Background: an optimization exercise with open tools, aiming at small area, a short achievable clock period and few clock cycles per item. Do not read the settings as production practice. Function not checked in this run: the RTL went through the layout flow alone. Power and IR drop assume default switching activity.

`flow/config.mk`:
```
export PLATFORM = sky130hd
export DESIGN_NAME = kalman_filter_v3
export DESIGN_NICKNAME = kalman_filter_v3
export VERILOG_FILES = /design/flow/design.v
export SDC_FILE = /design/flow/constraint.sdc
export NUM_CORES = 4
export LEC_CHECK = 0
export CAP_MARGIN = 20
export CORE_MARGIN = 2
export CORE_UTILIZATION = 40
export PLACE_DENSITY = 0.6
export SLEW_MARGIN = 20
```
`flow/constraint.sdc`:
```
create_clock -name core_clock -period 12.0 [get_ports {clk}]
set_input_delay 2.4000 -clock core_clock [delete_from_list [all_inputs] [get_ports {clk}]]
set_output_delay 2.4000 -clock core_clock [all_outputs]
set_load 0.01 [all_outputs]
```
`flow/design.v`:
```
`timescale 1ns / 1ps
module divider_48cycle
#(
 parameter DIVISION_WIDTH   = 32,
 parameter QUOTIENT_WIDTH   = 32,
 parameter FRACTIONAL_WIDTH = 16
)
(
 input                                     clk,
 input                                     rstn,
 input                                     start,
 input       signed [DIVISION_WIDTH-1  :0] dividend,
 input       signed [DIVISION_WIDTH-1  :0] divisor,
 output reg     signed  [QUOTIENT_WIDTH+FRACTIONAL_WIDTH-1:0] division_out_o,
 output reg                                finish
    );
    function integer clogb2(input integer data_width);
		begin
			clogb2 = 0;
			data_width = data_width - 1;
			if(data_width) begin
			for (clogb2=1;data_width>1;clogb2=clogb2+1)
				data_width = data_width>>1;
			end
		end
	endfunction
   localparam COUNT_WIDTH = clogb2(DIVISION_WIDTH<<1);
   localparam IDLE = 2'd1;
   localparam CALC = 2'd2;
   reg  				[DIVISION_WIDTH-2                 :0] dividend_f;
   reg  				[DIVISION_WIDTH-2                 :0] divisor_f;
   reg  				[DIVISION_WIDTH-2                 :0] dividend_r;
   reg  				[DIVISION_WIDTH+FRACTIONAL_WIDTH-2:0] division_out_r;
   reg  				[COUNT_WIDTH-1                    :0] calc_count;
   reg  				[1                                :0] state;
	 reg                                        				calc_valid;
   wire                                       				sign_flag;
   wire 				[1                                :0] msb_bits;
	 wire	signed  [QUOTIENT_WIDTH+FRACTIONAL_WIDTH-1:0] division_out;
	 wire	signed 	[QUOTIENT_WIDTH-1  								:0] quotient;
	 wire         [FRACTIONAL_WIDTH-1								:0] fractional;
   assign msb_bits = {dividend[DIVISION_WIDTH-1],divisor[DIVISION_WIDTH-1]};
   always @(posedge clk)
     begin
       if(!rstn) begin
					state <= IDLE;
					dividend_f <= 0;
					divisor_f <= 0;	
					dividend_r <= 0;
					division_out_r <= 0;
					calc_valid <= 1'b0;
       end
       else begin
         case(state)
					IDLE:
					begin
						if(start) begin
							case(msb_bits)
						2'b00: begin
							dividend_f <= dividend[DIVISION_WIDTH-2:0];
							divisor_f <= divisor[DIVISION_WIDTH-2:0];
						end
						2'b01: begin
							dividend_f <= dividend[DIVISION_WIDTH-2:0];
							divisor_f <= (~(divisor[DIVISION_WIDTH-2:0])) + 1'b1;
						end
						2'b10: begin
							dividend_f <= (~(dividend[DIVISION_WIDTH-2:0])) + 1'b1;
							divisor_f <= divisor[DIVISION_WIDTH-2:0];
						end
						2'b11: begin
							dividend_f <= (~(dividend[DIVISION_WIDTH-2:0])) + 1'b1;
							divisor_f <= (~(divisor[DIVISION_WIDTH-2:0])) + 1'b1;
									end
						default: begin
							dividend_f <= dividend_f;
							divisor_f <= divisor_f; 
						end
								endcase
								dividend_r <= dividend[DIVISION_WIDTH-2];
								state <= CALC;
								calc_valid <= 1'b1;
									end
					end
					CALC:
					begin
						if(!finish) begin
								division_out_r <= division_out_r<<1;
								dividend_f <= dividend_f<<1;		 
							if(dividend_r >= divisor_f) begin
								division_out_r[0] <= 1'b1;
								dividend_r <= (dividend_r - divisor_f)<<1;
							end
							else begin
								division_out_r[0] <= 1'b0;
								dividend_r <= dividend_r<<1;
							end
								dividend_r[0] <= dividend_f[DIVISION_WIDTH-2];
						end
						else begin
								calc_valid <= 1'b0;
								state <= IDLE;
						end
					end
					default:
					begin
						state <= IDLE;
					end
					endcase
							end       
						end	     
   always @(posedge clk)
    begin
      if(!rstn)
        begin
					calc_count <= 0;
					finish <= 1'b0;
				end
			else begin 
				if(calc_valid)
          begin
						if(calc_count == DIVISION_WIDTH + FRACTIONAL_WIDTH)
							begin
								calc_count <= 0;
								finish <= 1'b1;
							end
						else begin
								calc_count <= calc_count + 1'b1;
								finish <= 1'b0;
							end       
					end
				else begin
						calc_count <= 0;
						finish <= 1'b0;
					end   
        end
    end
  assign sign_flag = ((dividend[(DIVISION_WIDTH-1)])^(divisor[(DIVISION_WIDTH-1)]));
	assign division_out = (sign_flag==1'b1)?{sign_flag,(~(division_out_r) + 1'b1)}:{sign_flag,division_out_r};
	always @(posedge clk)
		begin
			division_out_o <= division_out;
		end
endmodule
`timescale 1ns / 1ps
module kalman_filter_v3(
	input		wire														clk,
	input		wire														rstn,
	input		wire														valid,
	input		wire	signed	[DATA_WIDTH-1:0]	I_data_x,
	output	wire	signed	[DATA_WIDTH-1:0]	O_filter_data_x,
	output	reg															finish
  );
	parameter	DATA_WIDTH				=	32;
	parameter	MATRIX_WIDTH			= 32;
	parameter	FIX_POINT_WIDTH		=	16;
	parameter Q_value						=	32'h0000_1999; 
	parameter	FIRST_STAGE_R			= 32'h03e8_0000;
	parameter	SECOND_STAGE_R		=	32'h07d0_0000;
	parameter	THIRD_STAGE_R			=	32'h0bb8_0000;
	parameter	FOURTH_STAGE_R		=	32'h0fa0_0000;
	parameter	FIFTH_STAGE_R			=	32'h1388_0000;
	localparam	IDLE						=	3'd1;
	localparam	ESTIMATE				=	3'd2;
	localparam	KCOE						=	3'd3;
	localparam	UPDATE					=	3'd4;
	localparam	UPDATE_IDLE			=	3'd1;
	localparam	UPDATE_STEP1		=	3'd2;
	localparam	UPDATE_STEP2		=	3'd3;
	localparam	UPDATE_STEP3		=	3'd4;
	localparam	UPDATE_STEP4		= 3'd5;
	localparam	UPDATE_END			=	3'd6;
	reg signed	[MATRIX_WIDTH-1:0]	x_est[0:1];
	reg	signed	[MATRIX_WIDTH-1:0]	xp_est[0:3];
	reg	signed	[MATRIX_WIDTH-1:0]	xk[0:1];
	reg signed	[MATRIX_WIDTH-1:0]	x_update[0:1];
	reg	signed	[MATRIX_WIDTH-1:0]	p_update[0:3];
	reg	[2:0] main_current_state;
	reg [2:0] main_next_state;
	reg [2:0]	update_current_state;
	reg [2:0] update_next_state;
	reg	[DATA_WIDTH-1:0]	R_value;
	wire																						update_start;
	reg																							update_finish;
	reg																							divider_start;
	wire																						k0_divider_finish;
	wire																						k1_divider_finish;
	wire	signed [MATRIX_WIDTH-1:0]	k0_dividend_in,k1_dividend_in;
	wire	signed [MATRIX_WIDTH-1:0]	k0_divisor_in,k1_divisor_in;
	wire	signed [MATRIX_WIDTH+FIX_POINT_WIDTH-1:0]	k0_division_result,k1_division_result;
	function	integer r_value(input integer data);
		begin
			r_value = 0;
				if(data>32'h0028_0000)
					r_value = FIRST_STAGE_R;
				else if((data>32'h001e_0000))
					r_value = SECOND_STAGE_R;
				else if((data>32'h0014_0000))
					r_value = SECOND_STAGE_R;
				else if((data>32'h000a_0000))
					r_value = THIRD_STAGE_R;
				else if((data>32'h0005_0000))
					r_value = FOURTH_STAGE_R;
				else if((data>32'h0000_0000))
					r_value = FIFTH_STAGE_R;
				else r_value = r_value;
			end
	endfunction
	function	[31:0] abs_value(input [31:0] data);
		begin
			abs_value = 0;
			if(data[31])
				abs_value = -data; 
			else	abs_value = data;	
		end
	endfunction
	wire [DATA_WIDTH-1:0] abs_r_value = abs_value(x_update[0]-I_data_x);
	wire [DATA_WIDTH-1:0] R = r_value(abs_r_value);
	always @(posedge clk)
		begin
			if(!rstn) 
				main_current_state <= IDLE;
			else 
				main_current_state <= main_next_state;
		end
	always @(*)
		begin
			main_next_state = IDLE;
			case(main_current_state)
				IDLE: 
					begin
						if(valid)
							main_next_state = ESTIMATE;
						else
							main_next_state = IDLE;
					end
				ESTIMATE: 
					begin
						main_next_state = KCOE;
					end
				KCOE:
					begin
						if(k0_divider_finish)
							main_next_state = UPDATE;
						else
							main_next_state = KCOE;
					end
				UPDATE:
					begin
						if(update_finish)
							main_next_state = IDLE;
						else
							main_next_state = UPDATE;
					end
			endcase		
		end
	always @(posedge clk)
		begin
			if(!rstn)
				begin
					divider_start <= 1'b0;
					x_update[0] <= 'h0;
					x_update[1] <= 'h0;
					p_update[0] <= 'h0005_0000;
					p_update[1] <= 'h0;
					p_update[2] <= 'h0;
					p_update[3] <= 'h0005_0000;
					R_value <= 'h03e8_0000;
					xp_est[0] <= 'h0;
					xp_est[1] <= 'h0;
					xk[0] <= 'h0;
					xk[1] <= 'h0;
					R_value <= 'h0000_0000;	
				end
			else begin
				case(main_next_state)
					IDLE:
						begin
							divider_start <= 1'b0;
						end
					ESTIMATE:
						begin
							divider_start <= 1'b1;
							R_value <= R;
							x_est[0] <= x_update[0] + x_update[1];
							x_est[1] <= x_update[1];
							xp_est[0] <= p_update[0] + p_update[1] + p_update[2] + p_update[3] + Q_value;
							xp_est[1] <= p_update[1] + p_update[3];
							xp_est[2] <= p_update[2] + p_update[3];
							xp_est[3] <= p_update[3] + Q_value;
						end
					KCOE:
						begin
							divider_start <= 1'b0;
							xk[0] <= k0_division_result[MATRIX_WIDTH-1:0];
							xk[1] <= k1_division_result[MATRIX_WIDTH-1:0];
						end
					UPDATE:
						begin
							x_update[0] <= x_update_r4[0];
							x_update[1] <= x_update_r4[1];
							p_update[0] <= p_update_r3[0];
							p_update[1] <= p_update_r3[1];
							p_update[2] <= p_update_r3[2];
							p_update[3] <= p_update_r3[3];							
						end
				endcase		
			end			
		end
		assign update_start = k0_divider_finish;
		assign k0_dividend_in = xp_est[0];
		assign k0_divisor_in = xp_est[0] + R_value;
		assign k1_dividend_in = xp_est[2];
		assign k1_divisor_in = xp_est[0] + R_value;
		divider_48cycle U_k0_divider(
			.clk(clk), 
			.rstn(rstn), 
			.start(divider_start), 
			.dividend(k0_dividend_in), 
			.divisor(k0_divisor_in), 
			.division_out_o(k0_division_result), 
			.finish(k0_divider_finish)
		); 
		divider_48cycle U_k1_divider(
			.clk(clk), 
			.rstn(rstn), 
			.start(divider_start), 
			.dividend(k1_dividend_in), 
			.divisor(k1_divisor_in), 
			.division_out_o(k1_division_result), 
			.finish(k1_divider_finish)
		); 
	always @(posedge clk)
		begin
			if(!rstn)
				update_current_state <= UPDATE_IDLE;
			else
				update_current_state <= update_next_state;
		end
	always @(*)
		begin
			update_next_state = UPDATE_IDLE;
			case(update_current_state)
				UPDATE_IDLE:
					begin
						if(update_start)
							update_next_state = UPDATE_STEP1;
						else
							update_next_state = UPDATE_IDLE;
					end
				UPDATE_STEP1:
					begin
							update_next_state = UPDATE_STEP2;
					end
				UPDATE_STEP2:
					begin
							update_next_state = UPDATE_STEP3;
					end
				UPDATE_STEP3:
					begin
							update_next_state = UPDATE_STEP4;
					end	
				UPDATE_STEP4:
					begin
						update_next_state = UPDATE_END;
					end
				UPDATE_END:
					begin
						update_next_state = UPDATE_IDLE;
					end
				endcase				
		end
		reg signed [MATRIX_WIDTH-1									:0] x_update_r1[0:1];
		reg signed [MATRIX_WIDTH*2-1								:0]	x_update_r2[0:1];
		reg	signed [MATRIX_WIDTH+FIX_POINT_WIDTH-1	:0]	x_update_r3[0:1];
		reg signed [MATRIX_WIDTH-1									:0]	x_update_r4[0:1];
		reg	signed [MATRIX_WIDTH*2-1								:0]	p_update_r1[0:3];
		reg signed [MATRIX_WIDTH+FIX_POINT_WIDTH-1	:0]	p_update_r2[0:3];
		reg signed [MATRIX_WIDTH-1									:0]	p_update_r3[0:3];
		reg	step[0:0];
	always @(posedge clk)
		begin
			if(!rstn)
				begin
					finish	<= 1'b0;
					update_finish <= 1'b0;
					step[0] <= 1'b0;
					x_update_r1[0] <=	'h0;
					x_update_r1[1] <= 'h0;
					x_update_r2[0] <=	'h0;
					x_update_r2[1] <= 'h0;
					x_update_r3[0] <=	'h0;
					x_update_r3[1] <= 'h0;
					x_update_r4[0] <=	'h0;
					x_update_r4[1] <= 'h0;
				end
			else begin
					case(update_next_state)
						UPDATE_IDLE:
							begin
								step[0] <= 1'b1;
								finish	<= 1'b0;
								update_finish <= 1'b0;
							end
						UPDATE_STEP1:
							begin
								x_update_r1[0] <= I_data_x - x_est[0]; 
								x_update_r1[1] <= I_data_x;
							end
						UPDATE_STEP2:
							begin
								x_update_r2[0] <= x_update_r1[0] * xk[0];
								x_update_r2[1] <= x_update_r1[0] * xk[1];
								p_update_r1[0] <= xp_est[0] * xk[0];
								p_update_r1[1] <= xp_est[1] * xk[0];
								p_update_r1[2] <= xp_est[0] * xk[1];
								p_update_r1[3] <= xp_est[1] * xk[1];
							end
						UPDATE_STEP3:
							begin
								x_update_r3[0] <= x_update_r2[0]>>>16;
								x_update_r3[1] <= x_update_r2[1]>>>16;
								p_update_r2[0] <= p_update_r1[0]>>>16;
								p_update_r2[1] <= p_update_r1[1]>>>16;
								p_update_r2[2] <= p_update_r1[2]>>>16;
								p_update_r2[3] <= p_update_r1[3]>>>16;
							end
						UPDATE_STEP4:
							begin
								x_update_r4[0] <= x_est[0] + x_update_r3[0][31:0];
								x_update_r4[1] <= x_est[1] + x_update_r3[1][31:0];
								p_update_r3[0] <= xp_est[0] - p_update_r2[0];
								p_update_r3[1] <= xp_est[1] - p_update_r2[1];
								p_update_r3[2] <= xp_est[2] - p_update_r2[2];
								p_update_r3[3] <= xp_est[3] - p_update_r2[3][31:0];
							end
						UPDATE_END:
							begin
								update_finish <= 1'b1;
								finish	<= 1'b1;
							end
						endcase
				end
		end
	assign O_filter_data_x = x_update_r4[0];		
endmodule
```
`flow/run.sh`:
```
#!/bin/bash
# synth_recipe.tcl (not shown) runs the flow's synth.tcl, then flattens the netlist and writes it again
# the make line also repeats each setting of config.mk as NAME=value (left out here)
make -C /OpenROAD-flow-scripts/flow DESIGN_CONFIG=/design/flow/config.mk WORK_HOME=/design/flow/orfs CLKGATE_MAP_FILE= SYNTH_SCRIPT=/design/flow/synth_recipe.tcl finish
```
==> results by group <==
Routing
  • Vias: approximately 180k
  • Drt pass-1 iters: 6
  • Total wire length: around 760 mm
  • Drc violations: 0
  • 1st-iter DRT viols: 13400
  • Post-DR vias/cell: 5.24
  • Post-route ant nets: 0
  • Avg WL per Cell: approximately 22 um

Setup path
  • CP Capture Point: p_update_r1[1][47]$_DFFE_PP_
  • Max FO, Critical Path: 47
  • Worst Path Arrival: 10.56 ns
  • RR Endpoint: p_update_r1[1][47]$_DFFE_PP_
  • Crit Path Category: reg2reg
  • R2R depth: 26
  • FF-to-FF Start: xk[0][8]$_SDFFE_PN0N_
  • WP data required: 12.66 ns
  • FF-to-FF setup slack: between 2 and 2.5 ns
  • Startpoint types: flop
  • Critical path endpoint category: flop
  • CP Launch Point: xk[0][8]$_SDFFE_PN0N_

Synthesis
  • Synthesized instance count: 26500
  • Async S/R FF share, synth: 0%
  • Yosys reg bits: about 1400
  • Synth Flop Type: dfxtp_1
  • Yosys warnings: 15
  • Register area share after synthesis: about 14%
  • Post-synth cell types: 101
  • Netlist Area Pre-Place: around 0.24 sq mm
  • Post-synth EDFFs: 512
  • Avg Inst Size Synth: slightly above 9 sq um
  • Syn nets: approximately 33000

Clock network
  • Clock sink count: approximately 1400
  • Clock latency on the worst-skew pair: 1.00 ns
  • CTS tree: done
  • Post_cts resized: 0
  • H-tree depth: 4
  • Setup bufs post-CTS: 0
  • Clk slew on worst S/H paths: 0.07 ns
  • # hold bufs at CTS: 0
  • CTS Buffer Depth: 4
  • Root Buffer: clkbuf_16
  • Inserted Clock Buffers: 177

Die
  • Die Width: ~780 um
  • Initial Util: ~40%
  • Die ar.: about 0.61 sq mm
  • I/O Pins: between 60 and 70
  • Die Ht: just under 800 um
  • Core footprint: between 0.6 and 0.7 sq mm
  • Site Rows: between 200 and 300

Timing
  • RSZ-0062 raised after global routing: no
  • Tightest Pin Transition: around 1.4 ns
  • Tmin final: just under 10 ns
  • Final Hold Viols: 0
  • Final slew viol count: 0
  • Max Clock Freq: approximately 100 MHz
  • Worst Skew: 0.168 ns
  • Post-Route Setup TNS: 0 ns
  • Hold WS: just over 0.3 ns
  • Final setup viols: 0
  • Fin crit share: 82.5%
  • Max_slew headroom: 8.78%

Cells and area
  • Most frequent cells in the layout: inv_1, fa_1, nand2_1
  • Sequential cell area: roughly 0.034 sq mm
  • Multi-input logic area: 0.185 sq mm
  • Core Util, Final: 42.5%
  • Share of layout cells above drive strength 1: between 3 and 4%
  • Commonest non-fill, non-tap cell in the layout: inv_1
  • Post-route insts no fill: between 30000 and 40000
  • Filler cells: around 60000
  • Area growth syn-to-layout: 5.96%
  • NumNets Final: ~32000

Placed design
  • Gpl congestion: ~0.94
  • IO Port Bufs: 67
  • Placed Cells: between 30000 and 40000
  • Post-DP HPWL: between 500 and 600 mm

Power
  • Power per cell area: about 48 mW/mm^2
  • Lkg Pwr: about 120 nW
  • Peak supply drop: about 0.00011 V

Global route
  • Vias in the first global route: between 150k and 200k
  • Pin count of the biggest net entering global routing: around 150
  • First-pass GRT wire length: around 1200 mm
  • Initial antenna violation count: 44
  • Grt ovf: 0
  • Total track usage: 25.0%

Worst hold path
  • Hold Crit Class: reg2reg
  • Worst Hold Path Cells: 0
  • Hold wc startpoint: p_update_r1[3][16]$_DFFE_PP_

Job
  • Number of max-cap violations: 0

Status
  • Status: no timing/DRC/antenna violations
-- state kept, by name, indices dropped and copies added (netlist names), 128 cells and up --
name         cells
xp_est         128
p_update_r1    128
p_update_r2    128
p_update       128
p_update_r3    128
-- kinds of logic after synthesis --
kind of cell / count (synthesis) / synth area share [%]
XOR/XNOR: 940 / 3.39
buffers and inverters: 6672 / 10.3
AO/OA/AOI/OAI: 2368 / 5.94
flip-flops: 1406 / 13.7
multiplexers: 56 / 0.232
adder cells (fa/ha/maj): 6574 / 49.6
AND/OR/NAND/NOR: 8509 / 16.9
-- critical path: stages (launching register included) --
cell and delay, ns:
dfxtp_4 0.58, buf_4 0.65, nand2_1 0.17, fa_1 0.56, inv_1 0.05, fa_1 0.43, fa_1 0.50, inv_1 0.06
fa_1 0.47, inv_1 0.05, fa_1 0.48, fa_1 0.58, fa_1 0.44, fa_1 0.47, ha_1 0.34, a21oi_1 0.18
o21ai_0 0.14, o21a_1 0.29, o211a_1 0.29, o31ai_1 0.66, a21oi_1 0.28, a41o_1 0.38, o41ai_1 0.48, o21ai_0 0.34
o41ai_1 0.45, o21bai_1 0.14, xnor2_1 0.14
-- metrics by stage --
step                      setup slack (ns)  cell area, sq um  total power [mW]
after floorplan                       3.00            243000              6.11
after global placement                2.17            252000              6.66
after detailed placement              2.15            252000              6.67
after CTS                             2.16            258000              12.4
after global routing                  1.61            258000              12.7
final                                 2.10            258000              12.3
-- cell type report --
type | instances | area share (%)
timing repair buffer | 424 | 1.35
antenna | 18 | 0.0175
inverter | 5143 | 7.50
sequential | 1406 | 13.0
tap | 8064 | 3.91
clock inverter | 86 | 0.417
clock buffer | 242 | 1.94
multi-input combinational | 18400 | 71.8
-- how the worst min path moves through the flow --
stage / endpoint / slack [ns]
floorplan: U_k1_divider.division_out_o[0]$_DFF_P_ / 0.36
global route: p_update_r2[3][1]$_DFFE_PP_ / 0.30
global placement: p_update_r2[0][6]$_DFFE_PP_ / 0.40
CTS: p_update_r2[3][1]$_DFFE_PP_ / 0.30
detailed placement: p_update_r2[0][17]$_DFFE_PP_ / 0.40
finish: p_update_r2[3][0]$_DFFE_PP_ / 0.31
-- layer usage --
metal,track usage (%),part of all wire [%],up-vias
li1,-,-,77600
met1,33.9,42,92400
met2,40.5,46,6219
met3,4.88,8.2,1173
met4,7.76,3.6,8
met5,0,0.0060,-
-- power breakdown --
part | internal, mW | leakage (nW) | switching, mW | total [mW]
registers | 4.97 | 12.0 | 0.164 | 5.14
logic | 0.460 | 105 | 0.999 | 1.46
clock network | 3.27 | 2.94 | 2.44 | 5.71
-- cells in the mapped netlist, types with 119 or more instances --
cell / n / area share [%]
dfxtp_1: 894 / 7.4
edfxtp_1: 512 / 6.3
nand2_1: 4158 / 6.4
a21o_1: 153 / 0.47
xnor2_1: 663 / 2.4
nor2b_1: 153 / 0.39
nor3_1: 175 / 0.36
nand2b_1: 136 / 0.35
fa_1: 5103 / 42
nor2_1: 674 / 1.0
a21oi_1: 1061 / 2.2
ha_1: 1471 / 7.6
inv_1: 5142 / 7.9
xor2_1: 276 / 0.99
a211oi_1: 119 / 0.37
o21ai_0: 414 / 0.85
nand3_1: 168 / 0.35
or3_1: 124 / 0.32
o21a_1: 126 / 0.39
and2_1: 2637 / 6.8
clkbuf_1: 1448 / 2.2

port drivers added, routing unchanged:
In the flow no input, the clock included, has a driving cell. The finished layout below was timed again as built, in two steps. Step 1: set_driving_cell puts a clkbuf_16 on clk and a buf_2 on each other input, an assumption about the parent block. Step 2, shift: input delay + t, output delay - t, t = (earliest + latest rising clock arrival at the registers) / 2. This alone moves slack from input paths to output paths. a / b / c = ideal / step 1 / step 2; a / b = the first two.
shift t [ns]: 1.049
setup slack, ns: 2.097 / 2.097 / 2.097
hold WS [ns]: 0.309 / 0.309 / 0.309
worst slew at a driven data input, ns: 0.11
After both steps this run still meets setup and hold. The setup slack of this run moves by 0.000 ns with the drivers and by 0.000 ns with both steps.
